Background: an optimization exercise with open tools, aiming at small area. Do not read the settings as production practice.
Where RTL was checked, it was by simulation tests only, not by an equivalence proof against the original.
The flow treats the clock pin as an ideal source. Dropping or thinning the clock tree relies on that and would not hold on a real chip.
No activity file was given, so power comes from the tool's default toggle rates.

Setup of run Y:
==> flow/design.v <==
`timescale 1ns / 1ps
module uart_main(
     input logic clk_in,
     input logic  reset,
     input logic [1:0]S,
     input logic Load,
     input logic [7:0]data_board,
     output logic serial_out,
     input logic serial_in,
     output logic [7:0]register
   );
    logic [12:0] txc, txcn;
    logic [1:0] txq;
    wire txeq = (txc == 13'd673);
    wire txdbl = S[1] ~^ S[0];
    wire txtick = txeq & (txdbl ? (txq[1] & ~txq[0]) : txq[0]);
    assign txcn[0] = txeq ? 1'b1 : txc[12] ^ txc[9];
    assign txcn[1] = txeq ? 1'b1 : txc[0];
    assign txcn[2] = txeq ? 1'b0 : txc[1];
    assign txcn[3] = txeq ? 1'b1 : txc[2];
    assign txcn[4] = txeq ? 1'b0 : txc[3];
    assign txcn[5] = txeq ? 1'b1 : txc[4];
    assign txcn[6] = txeq ? 1'b1 : txc[5];
    assign txcn[7] = txeq ? 1'b0 : txc[6];
    assign txcn[8] = txeq ? 1'b1 : txc[7];
    assign txcn[9] = txeq ? 1'b0 : txc[8];
    assign txcn[10] = txeq ? ~S[1] : txc[9];
    assign txcn[11] = txeq ? 1'b1 : txc[10];
    assign txcn[12] = txeq ? 1'b0 : txc[11];
    always_ff @(posedge clk_in or posedge reset) begin
        if (reset) begin
            txc <= 13'd4432;
            txq <= 2'd0;
        end else begin
            txc <= txcn;
            if (txeq) txq <= txq + 2'd1;
        end
    end
    logic [9:0] rxc, rxcn;
    logic rxt;
    wire rxeq = (rxc == 10'd40);
    wire rxtick = rxeq & rxt;
    assign rxcn[0] = rxeq ? 1'b0 : rxc[9] ^ rxc[6];
    assign rxcn[1] = rxeq ? 1'b1 : rxc[0];
    assign rxcn[2] = rxeq ? ~S[0] : rxc[1];
    assign rxcn[3] = rxeq ? ~(~S[1] & S[0]) : rxc[2];
    assign rxcn[4] = rxeq ? S[1] : rxc[3];
    assign rxcn[5] = rxeq ? 1'b0 : rxc[4];
    assign rxcn[6] = rxeq ? S[0] : rxc[5];
    assign rxcn[7] = rxeq ? ~S[1] : rxc[6];
    assign rxcn[8] = rxeq ? 1'b1 : rxc[7];
    assign rxcn[9] = rxeq ? 1'b0 : rxc[8];
    always_ff @(posedge clk_in or posedge reset) begin
        if (reset) begin
            rxc <= 10'd20;
            rxt <= 1'b0;
        end else begin
            rxc <= rxcn;
            rxt <= rxt ^ rxeq;
        end
    end
    logic [3:0] e;
    logic transmit, a;
    logic [7:0] data_1;
    wire tx_idle = e[3] & ~e[1];
    always_ff @(posedge clk_in or posedge reset) begin
        if (reset) begin
            e <= 4'd8;
            transmit <= 1'b0;
            a <= 1'b0;
        end else if (txtick) begin
            if (tx_idle) begin
                a <= Load;
                if (!Load) transmit <= a;
                if (transmit) e <= 4'd14;
            end else begin
                e <= e + 4'd1;
            end
        end
    end
    always_ff @(posedge clk_in) begin
        if (txtick && tx_idle && Load) data_1 <= data_board;
    end
    assign serial_out = e[3] ? ~e[0] : data_1[e[2:0]];
    logic prev;
    logic [3:0] st, cnt;
    wire rx_idle = st[3] & ~st[1] & st[0];
    wire rx_last = (cnt == 4'd9);
    wire [3:0] st_inc = (st[3] & ~st[0] & ~serial_in) ? st : st + 4'd1;
    always_ff @(posedge clk_in or posedge reset) begin
        if (reset) begin
            prev <= 1'b1;
            st <= 4'd9;
            cnt <= 4'd0;
        end else if (rxtick) begin
            prev <= serial_in;
            cnt <= rx_idle ? 4'd0 : cnt + 4'd1;
            if (rx_idle) begin
                if (prev & ~serial_in) st <= 4'd15;
            end else if (rx_last) begin
                st <= st_inc;
            end
        end
    end
    genvar i;
    for (i = 0; i < 8; i = i + 1) begin : g_reg
        always_ff @(posedge clk_in or posedge reset) begin
            if (reset) register[i] <= 1'b0;
            else if (rxtick && rx_last && st == i) register[i] <= serial_in;
        end
    end
endmodule
export LEC_CHECK = 0
export CAP_MARGIN = 20
export CORE_MARGIN = 2
export CORE_UTILIZATION = 40
export SLEW_MARGIN = 20
create_clock -name core_clock -period 10.0 [get_ports {clk_in}]
standard.sh (not shown) runs the stock make flow with config.mk's settings and CLKGATE_MAP_FILE= SYNTH_SCRIPT=/design/flow/synth_recipe.tcl, a recipe that flattens the netlist after the stock synthesis.
==> flow/flow/run.sh <==
#!/bin/bash
# Standard ORFS flow, with buf_1 port buffers and a one-level clock tree (flow/cts_clusters.tcl).
export CLK_BUF=sky130_fd_sc_hd__clkbuf_8
export CLK_CLUSTERS=3
bash standard.sh \
  BUFFER_PORTS_ARGS="-buffer_cell sky130_fd_sc_hd__buf_1" \
  PRE_CTS_TCL="$PWD/flow/cts_clusters.tcl" \
  finish > standard.log 2>&1
Other scripts of this flow, unchanged in this note and not shown: flow/flow/cts_clusters.tcl
diff inputs: run Y => run H
- CORE_UTILIZATION changed from 40 to 70
Status: final critical-path share of the clock period parity (run Y, run H)
Run Y has a higher slew of the pin with the lowest slew margin than run H.
The global-route usage of run H is higher than that of run Y.
Run H against run Y: post-route worst setup slack now sits higher; floorplan die area lower; total power flat; horizontal die dimension dropped about 23%; wire length now larger.
Global-route met3 utilization, run Y and run H, higher one = run H.
Utilization: run H > run Y
Function was not checked in any run of this note: the RTL went through the layout flow alone. No run of this note takes its clock network from TritonCTS; it comes from the design's own scripts or RTL.

* * *

Another version of the RTL of uart_main (not shown whole).
Size: ~220 cells after synthesis, roughly 23 I/O pins, roughly 2100 µm² of cells after synthesis.
// uart_main
module uart_main(
     input logic clk_in,
     input logic  reset,
     input logic [1:0]S,
     input logic Load,
     input logic [7:0]data_board,
     output logic serial_out,
     input logic serial_in,
     output logic [7:0]register
   );
    logic [12:0] txc, txcn;
    logic [1:0] txq;
    wire txeq = (txc == 13'd7478);
    wire txdbl = S[1] ~^ S[0];
    wire txtick = txeq & (txdbl ? (txq[1] & ~txq[0]) : txq[0]);
    assign txcn[0] = txeq ? 1'b1 : txc[12] ^ txc[7];
    assign txcn[1] = txeq ? 1'b0 : txc[0];
    assign txcn[2] = txeq ? 1'b1 : txc[1];
    assign txcn[3] = txeq ? 1'b1 : txc[2];
    assign txcn[4] = txeq ? 1'b1 : txc[3];
    assign txcn[5] = txeq ? 1'b1 : txc[4];
    assign txcn[6] = txeq ? 1'b1 : txc[5];
    assign txcn[7] = txeq ? 1'b0 : txc[6];
    assign txcn[8] = txeq ? 1'b0 : txc[7];
    assign txcn[9] = txeq ? 1'b1 : txc[8];
    assign txcn[10] = txeq ? 1'b0 : txc[9];
    assign txcn[11] = txeq ? S[1] : txc[10];
    assign txcn[12] = txeq ? 1'b1 : txc[11];
    always_ff @(posedge clk_in) begin   
        if (reset) begin
            txc <= 13'd7835;
            txq <= 2'd0;
        end else begin
            txc <= txcn;
            if (txeq) txq <= txq + 2'd1;
        end
    end
    logic [9:0] rxc, rxcn;
    logic rxt;
    wire rxeq = (rxc == 10'd181);
    wire rxtick = rxeq & rxt;
    assign rxcn[0] = rxeq ? 1'b0 : rxc[9] ^ rxc[6];
    assign rxcn[1] = rxeq ? 1'b1 : rxc[0];
    assign rxcn[2] = rxeq ? ~(~S[1] & S[0]) : rxc[1];
    assign rxcn[3] = rxeq ? ~S[1] : rxc[2];
    assign rxcn[4] = rxeq ? ~S[0] : rxc[3];
    assign rxcn[5] = rxeq ? ~(S[1] & S[0]) : rxc[4];
    assign rxcn[6] = rxeq ? 1'b1 : rxc[5];
    assign rxcn[7] = rxeq ? 1'b1 : rxc[6];
    assign rxcn[8] = rxeq ? S[0] : rxc[7];
    assign rxcn[9] = rxeq ? 1'b0 : rxc[8];
    always_ff @(posedge clk_in) begin   
        if (reset) begin
            rxc <= 10'd90;
            rxt <= 1'b0;
        end else begin
  ...
==> flow/config.mk <==
export PLATFORM = sky130hd
export DESIGN_NAME = uart_main
export DESIGN_NICKNAME = uart_main
export VERILOG_FILES = /design/flow/design.v
export SDC_FILE = /design/flow/constraint.sdc
export NUM_CORES = 4
export LEC_CHECK = 0
export CAP_MARGIN = 20
export CORE_MARGIN = 2
export CORE_UTILIZATION = 40
export GPL_TIMING_DRIVEN = 0
export SLEW_MARGIN = 20
==> flow/constraint.sdc <==
create_clock -name core_clock -period 10.0 [get_ports {clk_in}]
set_input_delay 2.0000 -clock core_clock [delete_from_list [all_inputs] [get_ports {clk_in}]]
set_output_delay 2.0000 -clock core_clock [all_outputs]
set_load 0.01 [all_outputs]
==> flow/flow/run.sh <==
#!/bin/bash
# Layout flow: the standard ORFS flow (standard.sh), with its synthesis unchanged, except that
#  - the combinational logic of the synthesized netlist is re-mapped for area by ABC
#    (flow/resynth.sh); every flip-flop keeps its instance name, cell type and connections;
#  - ports are buffered with buf_1 instead of the default port buffer;
#  - before CTS, flow/cts_hook.tcl gives the logic the smallest cells of the same function
#    and builds a one-level clock tree of CLK_CLUSTERS clock buffers in place of the H-tree.
# Logs: standard_synth.log and standard.log (make), resynth/ (yosys), orfs/logs (each step).
set -euo pipefail
export CLK_BUF=sky130_fd_sc_hd__clkbuf_8
export CLK_CLUSTERS=3
R=$PWD/orfs/results/sky130hd/uart_main/base
bash standard.sh synth > standard_synth.log 2>&1
cp $R/1_2_yosys.v $R/1_2_yosys_standard.v
bash flow/resynth.sh $R/1_2_yosys_standard.v $R/1_2_yosys.v $PWD > resynth.log 2>&1
bash standard.sh \
  BUFFER_PORTS_ARGS="-buffer_cell sky130_fd_sc_hd__buf_1" \
  PRE_CTS_TCL="$PWD/flow/cts_hook.tcl" \
  finish > standard.log 2>&1
==> flow/flow/cts_hook.tcl <==
# PRE_CTS_TCL hook: downsize the logic, then replace ORFS's H-tree with a one-level clock tree.
set_dont_use $::env(DONT_USE_CELLS)
source [file join [file dirname [info script]] downsize.tcl]
downsize_all
upsize_loaded_buffers
estimate_parasitics -placement
repair_design
source [file join [file dirname [info script]] cts_clusters.tcl]
==> flow/flow/downsize.tcl <==
# Give every combinational cell the smallest-area cell of the same function (the design has
# several ns of slack everywhere), then let repair_design fix any slew, capacitance or fanout
# limit that this breaks. Flip-flops keep the cells synthesis gave them.
proc downsize_all {} {
  sta::make_equiv_cells [get_libs *]
  set saved 0.0
  set n 0
  foreach inst [get_cells *] {
    set lc [get_lib_cells -of_objects $inst]
    if { $lc eq "" || $lc eq "NULL" } { continue }
    if { [string match "*df*" [get_name $lc]] } { continue }
    set eq [sta::find_equiv_cells $lc]
    if { $eq eq "" } { continue }
    set best $lc
    set barea [get_property $lc area]
    foreach c $eq {
      if { [get_property $c dont_use] } { continue }
      set a [get_property $c area]
      if { $a < $barea } { set best $c; set barea $a }
    }
    if { $best ne $lc } {
      set saved [expr {$saved + [get_property $lc area] - $barea}]
      incr n
      replace_cell $inst $best
    }
  }
  puts "downsize: $n cells, [format %.1f $saved] um2 less"
}

# A buf_1 port buffer (the reset input) that drives many pins gets a buf_2: otherwise the
# repair after global routing buffers its net with a much larger cell.
proc upsize_loaded_buffers { {min_loads 16} } {
  set buf2 [get_lib_cells */sky130_fd_sc_hd__buf_2]
  foreach inst [get_cells *] {
    set lc [get_lib_cells -of_objects $inst]
    if { $lc eq "" || $lc eq "NULL" } { continue }
    if { [get_name $lc] ne "sky130_fd_sc_hd__buf_1" } { continue }
    set out [get_pins -of_objects $inst -filter "direction == output"]
    set net [get_nets -of_objects $out]
    set loads [llength [get_pins -of_objects $net -filter "direction == input"]]
    if { $loads >= $min_loads } {
      puts "upsize [get_full_name $inst] to buf_2: $loads loads"
      replace_cell $inst $buf2
    }
  }
}
Other scripts of this flow, unchanged in this note and not shown: flow/flow/cts_clusters.tcl, flow/flow/resynth.sh
The starting point produced a clean layout.
Edit:
--- a/flow/flow/cts_hook.tcl
+++ b/flow/flow/cts_hook.tcl
@@ -4,3 +4,2 @@
 downsize_all
-upsize_loaded_buffers
 estimate_parasitics -placement
--- a/flow/flow/downsize.tcl
+++ b/flow/flow/downsize.tcl
@@ -28,19 +28 @@
 }
-
-# A buf_1 port buffer (the reset input) that drives many pins gets a buf_2: otherwise the
-# repair after global routing buffers its net with a much larger cell.
-proc upsize_loaded_buffers { {min_loads 16} } {
-  set buf2 [get_lib_cells */sky130_fd_sc_hd__buf_2]
-  foreach inst [get_cells *] {
-    set lc [get_lib_cells -of_objects $inst]
-    if { $lc eq "" || $lc eq "NULL" } { continue }
-    if { [get_name $lc] ne "sky130_fd_sc_hd__buf_1" } { continue }
-    set out [get_pins -of_objects $inst -filter "direction == output"]
-    set net [get_nets -of_objects $out]
-    set loads [llength [get_pins -of_objects $net -filter "direction == input"]]
-    if { $loads >= $min_loads } {
-      puts "upsize [get_full_name $inst] to buf_2: $loads loads"
-      replace_cell $inst $buf2
-    }
-  }
-}
Effect:
- The changed run went through all stages and came out clean
- worst setup slack gains 0.0058 ns
- synthesized area does not change
- core utilization came out higher by 0.20 points
- final area climbs by 0.44%
No run of this note takes its clock network from TritonCTS; it comes from the design's own scripts or RTL.

afterwards: timing with drivers on the ports:
In the flow no input, the clock included, has a driving cell. The finished layouts below were timed again as built, in two steps.
Step 1 assumes that a clkbuf_16 drives the clock port and a buf_2 every other input.
Step 2 times the ports against the registers' clock, not the clock port: input delays grow and output delays shrink by t, the midpoint of the rising clock arrivals with the driver on.
a / b / c = no drivers / after step 1 / after step 2; a / b = the first two.
| run | shift t [ns] | setup slack, ns | hold slack, ns |
|---|---|---|---|
| run Y | 0.211 | 6.454 / 6.406 / 6.303 | 0.382 / 0.382 / 0.382 |
| run H | 0.204 | 6.461 / 6.416 / 6.344 | 0.397 / 0.397 / 0.397 |
| the first run of note 2 | 0.206 | 6.259 / 6.281 / 6.075 | 0.444 / 0.444 / 0.444 |
| the second run of note 2 | 0.206 | 6.265 / 6.287 / 6.081 | 0.444 / 0.444 / 0.444 |
After both steps every run listed still meets setup and hold.
